Background: an optimization exercise with open tools, aiming at a short achievable clock period and few clock cycles. Do not read the settings as production practice.
Function not checked in this run: the RTL went through the layout flow alone.
Power and IR drop assume default switching activity.

File: flow/design.v
module risc16(
    input clk,
    input reset,
    output [5:0] imem_addr,
    input [15:0] imem_data,
    output halted,
    input [5:0] dbg_addr,
    output reg [15:0] dbg_reg,
    output reg [15:0] dbg_mem
    );
    reg [5:0] pc;
    reg [5:0] ar;
    reg [15:0] ir;
    reg ir_v;
    reg hlt;
    reg        e_we_reg;
    reg [3:0]  e_rd;
    reg        e_we_mem;
    reg [5:0]  e_maddr;
    reg [15:0] e_a, e_b;
    reg        e_cin;
    reg        e_sum, e_xor, e_and, e_or, e_shr, e_shl;
    reg        e_fr0, e_fr15, e_fl15;
    assign imem_addr = pc;
    assign halted = hlt;
    wire [15:0] rf [0:15];
    wire [15:0] dm [0:63];
    wire [15:0] e_res;
    genvar gi;
    generate
        for (gi = 0; gi < 16; gi = gi + 1) begin : g_rf
            reg [15:0] r;
            always @(posedge clk or posedge reset)
                if (reset) r <= 16'd0;
                else if (e_we_reg && e_rd == gi) r <= e_res;
            assign rf[gi] = r;
        end
        for (gi = 0; gi < 64; gi = gi + 1) begin : g_dm
            reg [15:0] m;
            always @(posedge clk or posedge reset)
                if (reset) m <= 16'd0;
                else if (e_we_mem && e_maddr == gi) m <= e_a;
            assign dm[gi] = m;
        end
    endgenerate
    wire [15:0] e_add = e_a + e_b + {15'd0, e_cin};
    wire e_fr = (e_fr0 & e_a[0]) | (e_fr15 & e_a[15]);
    wire e_fl = e_fl15 & e_a[15];
    assign e_res = ({16{e_sum}} & e_add)
                 | ({16{e_xor}} & (e_a ^ e_b))
                 | ({16{e_and}} & (e_a & e_b))
                 | ({16{e_or}}  & (e_a | e_b))
                 | ({16{e_shr}} & {e_fr, e_a[15:1]})
                 | ({16{e_shl}} & {e_a[14:0], e_fl});
    wire [1:0] mode = ir[15:14];
    wire [4:0] op   = ir[13:9];
    wire [3:0] rs   = ir[8:5];
    wire [3:0] rd   = ir[4:1];
    wire [2:0] o    = op[2:0];
    wire m00 = mode == 2'b00, m01 = mode == 2'b01, m10 = mode == 2'b10;
    wire d_halt   = (m01 && op[4:3] != 2'b00) || (m00 && op[4:2] == 3'b111);
    wire d_alu_r  = m00 && op[4:3] == 2'b00;           
    wire d_sub_r  = m00 && op[4:3] == 2'b01 && o <= 3'd2;    
    wire d_shift  = m00 && op[4:3] == 2'b10 && o <= 3'd5;
    wire d_load   = m00 && op == 5'b11000;
    wire d_store  = m00 && op == 5'b11001;
    wire d_move   = m00 && op == 5'b11010;
    wire d_jreg   = m00 && op == 5'b11011;
    wire d_alu_m  = m01 && op[4:3] == 2'b00;           
    wire d_alu_i  = m10 && op[4:3] == 2'b00;           
    wire d_ldi    = m10 && op == 5'b11000;
    wire d_jimm   = m10 && op == 5'b11011;
    wire d_two    = d_alu_i || d_ldi || d_jimm || (m10 && op == 5'b01010);
    wire d_alu    = d_alu_r || d_alu_m || d_alu_i;
    wire d_we_reg = d_alu || d_sub_r || d_shift || d_load || d_move || d_ldi;
    wire d_noe    = !(d_we_reg || d_store);           
    wire fwd_s = e_we_reg && e_rd == rs;
    wire fwd_d = e_we_reg && e_rd == rd;
    wire [15:0] rs_v = fwd_s ? e_res : rf[rs];
    wire [15:0] rd_v = fwd_d ? e_res : rf[rd];
    wire [5:0] mra = d_load ? ar : rf[rs][5:0];
    wire [15:0] mv = (e_we_mem && e_maddr == mra) ? e_a : dm[mra];
    wire stall = ir_v && d_alu_m && fwd_s;
    wire [15:0] y = d_alu_i ? imem_data : d_alu_m ? mv : rs_v;
    wire d_cin = d_alu && (o == 3'd2 || o == 3'd3) || d_sub_r;
    reg [15:0] b_n;
    always @(*) begin
        if (d_load) b_n = mv;
        else if (d_move) b_n = rs_v;
        else if (d_ldi) b_n = imem_data;
        else if (d_sub_r) b_n = ~rs_v;
        else case (o)
            3'd2: b_n = ~y;
            3'd3: b_n = 16'h0000;
            3'd4, 3'd7: b_n = 16'hffff;
            default: b_n = y;
        endcase
    end
    wire [15:0] a_n = (d_load || d_move || d_ldi) ? 16'd0 : rd_v;
    wire f_halt = (imem_data[15:14] == 2'b01 && imem_data[13:12] != 2'b00) ||
                  (imem_data[15:14] == 2'b00 && imem_data[13:11] == 3'b111);
    wire d_take = ir_v && (d_jreg || d_two);        
    always @(posedge clk or posedge reset) begin
        if (reset) begin
            pc <= 6'd1; ar <= 6'd0; ir <= 16'd0; ir_v <= 1'b0; hlt <= 1'b0;
            e_we_reg <= 1'b0; e_rd <= 4'd0; e_we_mem <= 1'b0; e_maddr <= 6'd0;
            e_a <= 16'd0; e_b <= 16'd0; e_cin <= 1'b0;
            e_sum <= 1'b0; e_xor <= 1'b0; e_and <= 1'b0; e_or <= 1'b0; e_shr <= 1'b0; e_shl <= 1'b0;
            e_fr0 <= 1'b0; e_fr15 <= 1'b0; e_fl15 <= 1'b0;
        end else if (!hlt) begin
            if (!ir_v || stall || d_halt) begin
                e_we_reg <= 1'b0; e_we_mem <= 1'b0;
            end else begin
                e_we_reg <= d_we_reg; e_we_mem <= d_store;
                e_rd <= rd; e_maddr <= rs_v[5:0];
                e_a <= a_n; e_b <= b_n; e_cin <= d_cin;
                e_sum <= d_alu && (o == 3'd1 || o == 3'd2 || o == 3'd3 || o == 3'd4) || d_sub_r;
                e_xor <= d_alu && (o == 3'd0 || o == 3'd7);
                e_and <= d_alu && o == 3'd5;
                e_or  <= d_alu && o == 3'd6 || d_load || d_move || d_ldi;
                e_shr <= d_shift && (o == 3'd0 || o == 3'd2 || o == 3'd4);
                e_shl <= d_shift && (o == 3'd1 || o == 3'd3 || o == 3'd5);
                e_fr0 <= o == 3'd0; e_fr15 <= o == 3'd4; e_fl15 <= o == 3'd1;
            end
            if (ir_v && !stall && (d_load || d_alu_m)) ar <= mv[5:0];
            else if (ir_v && d_store) ar <= rs_v[5:0];
            if (ir_v && d_halt) begin
                hlt <= 1'b1;
            end else if (stall) begin
            end else if (d_take) begin
                ir_v <= 1'b0;
                if (d_jreg) pc <= pc + rs_v[5:0];
                else if (d_jimm) pc <= pc + 6'd1 + imem_data[5:0];
                else pc <= pc + 6'd1;
            end else begin
                ir <= imem_data; ir_v <= 1'b1;
                pc <= pc + 6'd1;
                if (f_halt && (!ir_v || d_noe)) hlt <= 1'b1;
            end
        end
    end
    always @(posedge clk) begin
        dbg_reg <= rf[dbg_addr[3:0]];
        dbg_mem <= dm[dbg_addr];
    end
endmodule
File: flow/constraint.sdc
create_clock -name core_clock -period 12.0 [get_ports {clk}]
set_input_delay 2.4000 -clock core_clock [delete_from_list [all_inputs] [get_ports {clk}]]
set_output_delay 2.4000 -clock core_clock [all_outputs]
set_load 0.01 [all_outputs]
File: flow/run.sh
#!/bin/bash
# synth_recipe.tcl (not shown) runs the flow's synth.tcl, then flattens the netlist and writes it again
# the make line also repeats each setting of config.mk as NAME=value (left out here)
make -C /OpenROAD-flow-scripts/flow DESIGN_CONFIG=/design/flow/config.mk WORK_HOME=/design/flow/orfs CLKGATE_MAP_FILE= SYNTH_SCRIPT=/design/flow/synth_recipe.tcl finish
File: flow/config.mk
export PLATFORM = sky130hd
export DESIGN_NAME = risc16
export DESIGN_NICKNAME = risc16
export VERILOG_FILES = /design/flow/design.v
export SDC_FILE = /design/flow/constraint.sdc
export NUM_CORES = 4
export LEC_CHECK = 0
export ABC_CLOCK_PERIOD_IN_PS = 3000
export CAP_MARGIN = 40
export CORE_MARGIN = 2
export CORE_UTILIZATION = 25
export PLACE_DENSITY = 0.5
export SETUP_SLACK_MARGIN = 5
export SLEW_MARGIN = 20
==> summary.md <==
| Metric | Value |
|---|---|
| Status | `finished clean` |
| Clock-pin slew reported for the worst setup and hold paths after clock tree synthesis | `0.06 ns` |
| Share of the clock period used by the worst path | `0.588` |
| Type of the worst min-delay path | `flop to flop` |
| Number of vias after detailed routing | `76,200` |
| Minimum setup slack in the final design | `4.95 ns` |
| Routed wire length | `536 mm` |
| Die Span Y | `538 um` |
| Num ports | `63` |
| Total Power | `11,000 uW` |
| Clk network pwr share | `0.520` |
| Total internal power | `8180 uW` |
| Starting DRC count in detailed routing | `14,900` |
| Proportion of power drawn by combinational gates | `0.050` |
| Most common library cell in the layout ignoring fill and taps | `dfrtp_1` |
| Proportion of total power due to net switching | `0.255` |
| Clock root buffer | `clkbuf_16` |
| Clock period minus worst slack | `7.05 ns` |
| Fin util | `0.302` |
| Cell Pwr Density | `128 mW/mm^2` |
| Global placer's final weighted congestion | `1.03` |
| Nature of the critical path startpoint | `flop` |
| Number of pins exceeding their max-slew limit in the final report | `0` |
| Relative contribution of sequential cells to total power | `0.429` |
| Switching power total | `2810 uW` |
| Buffers added on ports | `62` |
| Element type at the critical path end | `flop` |
| Effective utilization at floorplan | `0.251` |
| RSZ-0062 raised after global routing | `true` |
| Hold Crit Endpoint | `e_fr15$_DFFE_PP0P_` |
| Launch point of the worst hold path | `e_fr15$_DFFE_PP0P_` |
| CTS max path bufs | `4` |
| Clock latency on the worst-skew pair | `0.89 ns` |
| Max reg flops | `1,024` |
| Critical R2R Launch | `ir[6]$_DFFE_PP0P_` |
| Worst Reg2Reg Path Length in Cells | `20` |
| Post-Synthesis Cells | `7,474` |
| Final routed DRC violation total | `0` |
| Syn_area_per_cell | `9.55 um^2` |
| Die ar. | `0.290 mm^2` |
| Synth area leaders | `dfrtp_1 48%, o21ai_0 7.3%, a22oi_1 6.3%` |
| Library cell with the largest summed area after synthesis | `dfrtp_1` |
| Flop2flop setup slack | `4.95 ns` |
| Largest net degree at the start of global routing | `146` |
| Number of standard-cell rows in the floorplan | `196` |
| Fraction of synthesized cell area taken by the top area cell type | `0.477` |
| Count of cell types in the netlist | `102` |
| TritonCTS clock tree | `built` |
| Slew HR | `0.142` |
| Total clock buffers created by CTS | `178` |
| Via/cell ratio | `6.65` |
| Ratio of cells with drive above 1 in the final layout | `0.181` |
| Register with the most flip-flops | `g_dm.m` |
| Post-detailed-route count of antenna-violating nets | `0` |
| Number of warning messages in the yosys log | `1` |
| Hold-fix buffers, CTS | `0` |
| GRT Overall Usage | `0.358` |
| Wire length of the first global-routing pass | `698 mm` |
| Post-synthesis instance area | `0.0714 mm^2` |
| WP data required | `12.74 ns` |
| Synth-to-Final Area Change | `20.3%` |
| Max Freq | `142 MHz` |
| Filler cells | `29,500` |
| # nets final | `7,572` |
| X dimension of the die | `538 um` |
| Most used flip-flop cell after synthesis | `dfrtp_1` |
| Multi-input combinational cell area | `0.0350 mm^2` |
| Antenna violations before repair | `70` |
| Number of search-and-repair iterations in the first detailed-routing pass | `12` |
| Number of global-route vias before repair | `69,200` |
| Global route total overflow | `0` |
| Layout Skew | `0.0840 ns` |
| Final HPWL from detailed placement | `353 mm` |
| Number of sinks handled by clock tree synthesis | `1,395` |
| Count of final setup violators | `0` |
| VDD IR-drop max | `0.000100 V` |
| Post-synth ARST share | `0.977` |
| Synthesized netlist net count | `7,545` |
| Leading registers by flop count | `g_dm.m (1024), g_rf.r (256)` |
| Combined flip-flop and latch cell area | `0.0348 mm^2` |
| Share of synthesized area occupied by flip-flops and latches | `0.487` |
| Commonest cells after routing, fill and taps aside | `1,358 x dfrtp_1, 1,123 x nand2_1, 1,042 x o21ai_0, 599 x a22oi_1` |
| Total negative slack for setup checks | `0 ns` |
| Reg2reg end | `e_b[15]$_DFFE_PP0P_` |
| Dpl ws | `4.56 ns` |
| Slew @ Worst Pin | `1.29 ns` |
| Number of maximum-capacitance constraint violations | `0` |
| CTS H-Tree Depth | `4` |
| Wire length per cell | `46.8 um` |
| Seq cells post-synth | `1,395` |
| Hold violation total from the final report | `0` |
| Lkg Pwr | `0.0358 uW` |
| Worst hold path depth | `2` |
| Arrival time at the worst endpoint | `7.79 ns` |
| Highest fanout seen on the critical path | `53` |
| Number of enable-type register cells in the synthesized netlist | `0` |
| Critical path type | `flop to flop` |
| Core region area | `0.284 mm^2` |
[critical path, cell delays in order (launching register included)]
cell	delay (ns)
dfrtp_4	0.63
buf_8	0.37
nor2b_1	0.21
buf_4	0.21
a22o_1	0.18
a221o_1	0.33
o31ai_4	0.62
o21a_2	0.36
nor2_4	0.12
buf_4	0.41
and2_1	0.53
buf_4	0.35
a221oi_1	0.33
nand3_1	0.12
nor4_1	0.35
nand4_1	0.24
o211ai_1	0.47
buf_6	0.25
mux2i_1	0.10
or4_1	0.43
a31oi_1	0.18
[cell type report]
class / instances / share of cell area
tap: 3762 / 0.0548
sequential: 1395 / 0.405
clock inverter: 70 / 0.0104
clock buffer: 250 / 0.0601
antenna: 66 / 0.00192
multi-input combinational: 5360 / 0.407
inverter: 57 / 0.00259
timing repair buffer: 509 / 0.0578
[metal layers]
| metal | track usage | up-vias | wire length (um) |
|---|---|---|---|
| met1 | 0.455 | 38700 | 208000 |
| met3 | 0.137 | 2183 | 68300 |
| met5 | 0.00279 | - | 512 |
| li1 | - | 28300 | - |
| met2 | 0.494 | 7022 | 215000 |
| met4 | 0.250 | 30 | 44700 |
[per-stage QoR]
stage	hold slack [ns]	instance area [um^2]	instances
2_1_floorplan	0.449	71400	7474
3_3_place_gp	0.467	77900	11000
3_5_place_dp	0.479	79300	11100
4_1_cts	0.490	85400	11400
5_1_grt	0.522	85700	11400
6_report	0.488	85900	11500
[how the worst max path moves through the flow]
stage / startpoint / end / cells past startpoint
floorplan: reset / ar[0]$_DFFE_PP0P_ / 1
global placement: ir[7]$_DFFE_PP0P_ / e_b[15]$_DFFE_PP0P_ / 18
detailed placement: ir[8]$_DFFE_PP0P_ / e_b[15]$_DFFE_PP0P_ / 19
CTS: ir[6]$_DFFE_PP0P_ / e_b[2]$_DFFE_PP0P_ / 18
global route: ir[8]$_DFFE_PP0P_ / e_b[1]$_DFFE_PP0P_ / 18
finish: ir[6]$_DFFE_PP0P_ / e_b[15]$_DFFE_PP0P_ / 20
[logic make-up after synthesis]
logic type      after synthesis  synth area share
compound gates             2749             0.261
simple gates               2110             0.134
flops                      1395             0.487
buf+inv                     720            0.0396
mux                         417            0.0658
fa+ha+maj                    47           0.00866
xor+xnor                     36           0.00442
[power groups by stage]
stage | clock network (uW) | logic [uW] | registers, uW
2_1_floorplan | 0 | 234 | 4810
3_3_place_gp | 0 | 494 | 4800
3_5_place_dp | 0 | 511 | 4800
4_1_cts | 5760 | 513 | 4720
5_1_grt | 5960 | 556 | 4720
6_report | 5720 | 552 | 4720
[cells in the mapped netlist (29+ instances only)]
library cell  count
a221o_1          29
nand4_1         183
a222oi_1         32
nand2_1        1171
nor3_1          102
dfrtp_1        1362
a22oi_1         599
and3_1           41
a22o_1          273
ha_1             43
a221oi_1        281
dfxtp_1          32
a32o_1           48
o21ai_0        1044
mux2i_1          58
clkbuf_1        610
a31oi_1          39
a21oi_1         176
nor2_1          270
inv_1            48
mux2_2          351
nor4_1           46
nand3_1         106
and2_1           34
[repair_timing]
action                                  CTS  global route
pin swaps                                 0             1
cloned                                    0             1
resized for setup                        11            11
endpoints found under the setup margin   14            11
setup buffers                             0             1

-- afterwards: timing with drivers on the ports --
No port has a modelled driver above. Below, the same layout with a new extraction and two added sets of constraints. Step 1: set_driving_cell puts a clkbuf_16 on clk and a buf_2 on each other input, an assumption about the parent block. Step 2 also shifts input and output timing later by t, the mid clock arrival at the registers, as if the neighbouring blocks saw the same clock. Slacks: no drivers / after step 1 / after step 2; pairs: no drivers / after step 1.
t, ns: 0.956
setup slack, ns: 4.945 / 4.945 / 4.945
worst data-port slew with drivers (ns): 0.06
cell pins on the clock port's net: 1
After both steps this run still meets setup and hold. The setup slack of this run moves by 0.000 ns with the drivers and by 0.000 ns with both steps.
